Context: an optimization exercise on an open-source flow, tuned for small area. The choices shown serve that exercise and are no tape-out recipe. Only simulation tests tie the RTL to the original design; equivalence was not proved. Power is estimated from default activity; no workload was simulated.

05-03:
Design pong, start of the top module:
module pong(
output vga_h_sync, vga_v_sync,
output [3:0] vga_R, vga_G, vga_B,
input clk,
input btnL,
input btnR,
input reset,
input [9:0] start_x,      
input [8:0] start_y,
input start_dir_x,
input start_dir_y,
input [8:0] start_paddle  
);
Size: about 490 cells after synthesis, roughly 48 I/O pins, ~5100 sq um of cells after synthesis.
clock: 10.0 ns
lec_check: 0
cap_margin: 20
core_margin: 2
core_utilization: 60
cts_buf_list: sky130_fd_sc_hd__clkbuf_8
slew_margin: 20
standard.sh (not shown) runs the stock make flow with config.mk's settings and CLKGATE_MAP_FILE= SYNTH_SCRIPT=/design/flow/synth_recipe.tcl, a recipe that flattens the netlist after the stock synthesis.
==> flow/flow/run.sh <==
#!/bin/bash
# The standard layout (the standard.sh, its synthesis unchanged), with two
# changes: the port buffers are the smallest buffer, and clock tree synthesis
# adds no dummy loads.
set -euo pipefail
bash standard.sh \
  BUFFER_PORTS_ARGS="-buffer_cell sky130_fd_sc_hd__buf_1" \
  CTS_ARGS="-sink_clustering_enable -repair_clock_nets -buf_list sky130_fd_sc_hd__clkbuf_16 -dont_use_dummy_load" \
  finish > flow_make.log 2>&1
--- input diff 05-03..10-15 ---
--- a/flow/flow/run.sh
+++ b/flow/flow/run.sh
@@ -6,4 +6,4 @@
 bash standard.sh \
   BUFFER_PORTS_ARGS="-buffer_cell sky130_fd_sc_hd__buf_1" \
-  CTS_ARGS="-sink_clustering_enable -repair_clock_nets -buf_list sky130_fd_sc_hd__clkbuf_16 -dont_use_dummy_load" \
+  CTS_ARGS="-sink_clustering_enable -repair_clock_nets -buf_list sky130_fd_sc_hd__clkbuf_8 -dont_use_dummy_load" \
   finish > flow_make.log 2>&1
Results
- 05-03 → 10-15: net switching power fell 4.5%, pin slew with the least headroom to its limit about even.
- Final-layout non-clock buffer area share delta (10-15 -> 05-03): insignificant

---

pong, a different RTL version from the one above (not shown whole).
Size: ~490 cells after synthesis.
==> flow/config.mk <==
export PLATFORM = sky130hd
export DESIGN_NAME = pong
export DESIGN_NICKNAME = pong
export VERILOG_FILES = /design/flow/design.v
export SDC_FILE = /design/flow/constraint.sdc
export NUM_CORES = 4
export LEC_CHECK = 0
export CAP_MARGIN = 20
export CORE_MARGIN = 2
export CORE_UTILIZATION = 60
export CTS_BUF_LIST = sky130_fd_sc_hd__clkbuf_8
export SLEW_MARGIN = 20
==> flow/constraint.sdc <==
create_clock -name core_clock -period 10.0 [get_ports {clk}]
set_input_delay 2.0000 -clock core_clock [delete_from_list [all_inputs] [get_ports {clk}]]
set_output_delay 2.0000 -clock core_clock [all_outputs]
set_load 0.01 [all_outputs]
==> flow/flow/run.sh <==
#!/bin/bash
# The standard layout (the standard.sh, its synthesis unchanged), with
# three changes: the port buffers are the smallest buffer, clock tree
# synthesis adds no dummy loads, and the constant outputs share one tie cell.
set -euo pipefail
bash standard.sh \
  BUFFER_PORTS_ARGS="-buffer_cell sky130_fd_sc_hd__buf_1" \
  CTS_ARGS="-sink_clustering_enable -repair_clock_nets -buf_list sky130_fd_sc_hd__clkbuf_8 -dont_use_dummy_load" \
  SKIP_REPAIR_TIE_FANOUT=1 \
  finish > flow_make.log 2>&1
The starting point ran to the end with no violations.
Next try:
==> flow/flow/run.sh (replaced) <==
#!/bin/bash
# The standard layout (the standard.sh, its synthesis unchanged), with two
# changes: the port buffers are the smallest buffer, and clock tree synthesis
# adds no dummy loads.
set -euo pipefail
bash standard.sh \
  BUFFER_PORTS_ARGS="-buffer_cell sky130_fd_sc_hd__buf_1" \
  CTS_ARGS="-sink_clustering_enable -repair_clock_nets -buf_list sky130_fd_sc_hd__clkbuf_8 -dont_use_dummy_load" \
  finish > flow_make.log 2>&1
--- a/flow/config.mk
+++ b/flow/config.mk
@@ -8 +8 @@
-export CAP_MARGIN = 20
+export CAP_MARGIN = 0
@@ -12 +12 @@
-export SLEW_MARGIN = 20
+export SLEW_MARGIN = 0
After rerunning:
- worst setup slack gets worse by 100 ps
- global-route usage decreases by 0.57 points
- power barely changes
- die area does not change
- area after synthesis does not change
- critical path depth is unchanged
- via count stays flat
- cell area rose slightly
- sequential power hardly moves
- clock-buffer cell count stays the same
- first-iteration DRC count came out lower by a quarter to a third

---

lane 2:
The RTL this note starts from:
==> flow/design.v <==
module hvsync_generator(clk, reset, vga_h_sync, vga_v_sync, inDisplayArea, CounterX, CounterY, ResetCollision);
input clk;
input reset;
output vga_h_sync;
output vga_v_sync;
output inDisplayArea;
output [9:0] CounterX;
output [8:0] CounterY;
output ResetCollision;
reg [9:0] CounterX;
reg [8:0] CounterY;
reg [1:0] ph;
wire pce = (ph == 2'b11);
wire CounterXmaxed = CounterX[9] & (&CounterX[7:0]);
wire wrap = pce & CounterXmaxed;
wire [11:0] cx = {CounterX, ph};
wire [11:0] tc;
wire [8:0] ty;
assign tc[0] = 1'b1;
assign ty[0] = wrap;
genvar gi;
generate
for (gi = 1; gi < 12; gi = gi + 1) begin : gtc
	assign tc[gi] = tc[gi-1] & cx[gi-1];
end
for (gi = 1; gi < 9; gi = gi + 1) begin : gty
	assign ty[gi] = ty[gi-1] & CounterY[gi-1];
end
endgenerate
always @(posedge clk)
if (reset)
	{CounterX, ph} <= {10'd0, 2'b10};
else if (wrap)
	{CounterX, ph} <= 12'd0;
else
	{CounterX, ph} <= cx ^ tc;
always @(posedge clk)
if (reset)
	CounterY <= 9'd0;
else
	CounterY <= CounterY ^ ty;
wire x0 = (CounterX[9:1] == 9'd0);        
wire y500 = (CounterY[8:1] == 8'd250);    
wire hs = (CounterX[9:4] == 6'h2D) ? (CounterX[3:0] != 4'd0) : (CounterX == 10'd736);
wire vs = y500 & (CounterY[0] == (x0 & ~CounterX[0]));
assign inDisplayArea = ~(CounterX[9] & (CounterX[8] | CounterX[7])) & (CounterY != 9'd0) &
	~((&CounterY[8:5]) & (CounterY[4:0] != 5'd0));
assign ResetCollision = y500 & ~CounterY[0] & x0 & (CounterX[0] ? (ph == 2'b00) : (ph != 2'b00));
assign vga_h_sync = ~hs;
assign vga_v_sync = ~vs;
endmodule
module pong(
output vga_h_sync, vga_v_sync,
output [3:0] vga_R, vga_G, vga_B,
input clk,
input btnL,
input btnR,
input reset,
input [9:0] start_x,      
input [8:0] start_y,
input start_dir_x,
input start_dir_y,
input [8:0] start_paddle  
);
wire inDisplayArea;
wire [9:0] CounterX;
wire [8:0] CounterY;
wire ResetCollision;
hvsync_generator syncgen(.clk(clk), .reset(reset), .vga_h_sync(vga_h_sync), .vga_v_sync(vga_v_sync),
  .inDisplayArea(inDisplayArea), .CounterX(CounterX), .CounterY(CounterY), .ResetCollision(ResetCollision));
wire moveL, moveR;
btn_counter cntL(.clk(clk), .reset(reset), .btn(btnL), .move(moveL));
btn_counter cntR(.clk(clk), .reset(reset), .btn(btnR), .move(moveR));
reg [8:0] nPaddle;
wire [8:0] np;
wire stepP = moveL | moveR;
ripple_add #(9) addp(.a(nPaddle), .b({{8{moveR & ~moveL}}, stepP}), .s(np));    
always @(posedge clk)
if (reset)
	nPaddle <= ~start_paddle;
else
	nPaddle <= np;
reg [9:0] nballX;
reg [8:0] nballY;
reg ball_inX, ball_inY;
wire xlo = &(CounterX[2:0] ^ nballX[2:0]);
wire ylo = &(CounterY[2:0] ^ nballY[2:0]);
wire [7:0] ux;    
wire [6:0] uy;    
ripple_sub #(7) subx(.a(CounterX[9:3]), .nb(nballX[9:3]), .d(ux));
ripple_sub #(6) suby(.a(CounterY[8:3]), .nb(nballY[8:3]), .d(uy));
wire dx0  = xlo & (ux == 8'd0);
wire dx8  = xlo & (ux == 8'd1);
wire dx16 = xlo & (ux == 8'd2);
wire dy0  = ylo & (uy == 7'd0);
wire dy8  = ylo & (uy == 7'd1);
wire dy16 = ylo & (uy == 7'd2);
always @(posedge clk)
if (reset) ball_inX <= 1'b0;
else if (!ball_inX) ball_inX <= dx0 & ball_inY;
else ball_inX <= !dx16;
always @(posedge clk)
if (reset) ball_inY <= 1'b0;
else if (!ball_inY) ball_inY <= dy0;
else ball_inY <= !dy16;
wire ball = ball_inX & ball_inY;
wire border = (CounterX[9:3]==7'd0) || (CounterX[9:3]==7'd79) || (CounterY[8:3]==6'd0) || (CounterY[8:3]==6'd59);
wire [10:0] dp;
ripple_sub #(10) subp(.a(CounterX), .nb({1'b1, nPaddle}), .d(dp));
wire paddle = (dp[10:7] == 4'd0) && (dp[6:3] != 4'd0) && !((dp[6:3] == 4'hF) && (dp[2:0] != 3'd0)) && (CounterY[8:4]==5'd27);
wire BouncingObject = border | paddle;
reg CollisionX1, CollisionX2, CollisionY1, CollisionY2;
always @(posedge clk) if (reset | ResetCollision) CollisionX1 <= 1'b0; else if (BouncingObject & dx0  & dy8 ) CollisionX1 <= 1'b1;
always @(posedge clk) if (reset | ResetCollision) CollisionX2 <= 1'b0; else if (BouncingObject & dx16 & dy8 ) CollisionX2 <= 1'b1;
always @(posedge clk) if (reset | ResetCollision) CollisionY1 <= 1'b0; else if (BouncingObject & dx8  & dy0 ) CollisionY1 <= 1'b1;
always @(posedge clk) if (reset | ResetCollision) CollisionY2 <= 1'b0; else if (BouncingObject & dx8  & dy16) CollisionY2 <= 1'b1;
reg ball_dirX, ball_dirY;
wire stepX = ResetCollision & ~(CollisionX1 & CollisionX2);    
wire stepY = ResetCollision & ~(CollisionY1 & CollisionY2);
wire [9:0] nx;
wire [8:0] ny;
ripple_add #(10) addx(.a(nballX), .b({{9{stepX & ~ball_dirX}}, stepX}), .s(nx));
ripple_add #(9)  addy(.a(nballY), .b({{8{stepY & ~ball_dirY}}, stepY}), .s(ny));
always @(posedge clk)
if (reset) begin
	nballX <= ~start_x;
	nballY <= ~start_y;
end else begin
	nballX <= nx;
	nballY <= ny;
end
always @(posedge clk)
if (reset) begin
	ball_dirX <= start_dir_x;
	ball_dirY <= start_dir_y;
end else begin
	if (stepX) begin
		if (CollisionX2) ball_dirX <= 1'b1; else if (CollisionX1) ball_dirX <= 1'b0;
	end
	if (stepY) begin
		if (CollisionY2) ball_dirY <= 1'b1; else if (CollisionY1) ball_dirY <= 1'b0;
	end
end
wire G = BouncingObject | ball;
wire R = G | (CounterX[3] ^ CounterY[3]);
reg red, grn;
always @(posedge clk)
if (reset) begin
	red <= 1'b0;
	grn <= 1'b0;
end else begin
	red <= R & inDisplayArea;
	grn <= G & inDisplayArea;
end
assign vga_R = {3'b000, red};
assign vga_G = {3'b000, grn};
assign vga_B = {3'b000, grn};
endmodule
module btn_counter(input clk, input reset, input btn, output move);
localparam [17:0] LFSR_START = 18'h1a85c;
localparam [17:0] LFSR_HIT   = 18'h001c0;
localparam [17:0] LFSR_MASK  = 18'h3fff8;
reg [17:0] cnt;
assign move = btn & ((cnt & LFSR_MASK) == (LFSR_HIT & LFSR_MASK));
always @(posedge clk)
if (reset | move)
	cnt <= LFSR_START;
else if (btn)
	cnt <= {cnt[16:0], ~(cnt[17] ^ cnt[10])};
endmodule
module ripple_sub #(parameter N = 8) (input [N-1:0] a, input [N-1:0] nb, output [N:0] d);
wire [N:0] c;
assign c[0] = 1'b1;
genvar i;
generate
for (i = 0; i < N; i = i + 1) begin : g
	assign d[i] = a[i] ^ nb[i] ^ c[i];
	assign c[i+1] = (a[i] & nb[i]) | (c[i] & (a[i] ^ nb[i]));
end
endgenerate
assign d[N] = ~c[N];
endmodule
module ripple_add #(parameter N = 8) (input [N-1:0] a, input [N-1:0] b, output [N-1:0] s);
wire [N:0] c;
assign c[0] = 1'b0;
genvar i;
generate
for (i = 0; i < N; i = i + 1) begin : g
	assign s[i] = a[i] ^ b[i] ^ c[i];
	assign c[i+1] = (a[i] & b[i]) | (c[i] & (a[i] ^ b[i]));
end
endgenerate
endmodule
clock: 10.0 ns
lec_check: 0
cap_margin: 20
core_margin: 2
core_utilization: 60
cts_buf_list: sky130_fd_sc_hd__clkbuf_8
slew_margin: 20
run.sh (not shown) runs the stock make flow with config.mk's settings and CLKGATE_MAP_FILE= SYNTH_SCRIPT=/design/flow/synth_recipe.tcl, a recipe that flattens the netlist after the stock synthesis.
Stock flow here: none of the scripts above is used.
Here is what was changed in the inputs of lane 4 compared with lane 2.
==> flow/flow/run.sh (new file) <==
#!/bin/bash
# The standard layout (the standard.sh, its synthesis unchanged), with two
# changes: the port buffers are the smallest buffer, and clock tree synthesis
# adds no dummy loads.
set -euo pipefail
bash standard.sh \
  BUFFER_PORTS_ARGS="-buffer_cell sky130_fd_sc_hd__buf_1" \
  CTS_ARGS="-sink_clustering_enable -repair_clock_nets -buf_list sky130_fd_sc_hd__clkbuf_8 -dont_use_dummy_load" \
  finish > flow_make.log 2>&1
==> flow/standard.sh (new file) <==
#!/bin/bash
# synth_recipe.tcl (not shown) runs the flow's synth.tcl, then flattens the netlist and writes it again
# the make line also repeats each setting of config.mk as NAME=value (left out here)
make -C /OpenROAD-flow-scripts/flow DESIGN_CONFIG=/design/flow/config.mk WORK_HOME=/design/flow/orfs CLKGATE_MAP_FILE= SYNTH_SCRIPT=/design/flow/synth_recipe.tcl "${@:-finish}"
removed: flow/run.sh
Results
Higher power drawn by the clock network among lane 4 and lane 2: lane 2. Comparing lane 4 and lane 2, the higher clock transition time at the flip-flop clock pins of the worst setup and hold paths was measured on lane 2. Measured against each other, lane 4 and lane 2 differ in clock share of power, the higher figure coming from lane 2. Net switching share of the total power delta for lane 4 relative to lane 2: 0.52 points higher.

==> port drivers added, routing unchanged <==
How much do the figures lean on ideal ports? The routed layouts below were timed once more, with nothing changed but the port constraints.
Step 1: set_driving_cell puts a clkbuf_16 on clk and a buf_2 on each other input, an assumption about the parent block.
Step 2, shift: input delay + t, output delay - t, t = (earliest + latest rising clock arrival at the registers) / 2. This alone moves slack from input paths to output paths.
Slacks: ideal ports / drivers / drivers and shift; pairs: ideal ports / drivers.
| run | shift t [ns] | setup WS [ns] | worst hold slack (ns) | worst setup path after step 2 |
|---|---|---|---|---|
| 05-03 | 0.369 | 3.412 / 3.427 / 3.057 | 0.460 / 0.460 / 0.460 | input to register |
| 10-15 | 0.391 | 3.454 / 3.466 / 3.075 | 0.451 / 0.451 / 0.451 | input to register |
| the first run of note 2 | 0.380 | 3.802 / 3.814 / 3.435 | 0.464 / 0.464 / 0.464 | input to register |
| the second run of note 2 | 0.380 | 3.702 / 3.715 / 3.335 | 0.467 / 0.467 / 0.467 | input to register |
| lane 2 | 0.386 | 2.870 / 2.876 / 2.490 | 0.481 / 0.481 / 0.481 | input to register |
| lane 4 | 0.380 | 3.702 / 3.715 / 3.335 | 0.467 / 0.467 / 0.467 | input to register |
After both steps every run listed still meets setup and hold. The setup slack of lane 2, which loses most, moves by +0.006 ns with the drivers and by -0.380 ns with both steps.
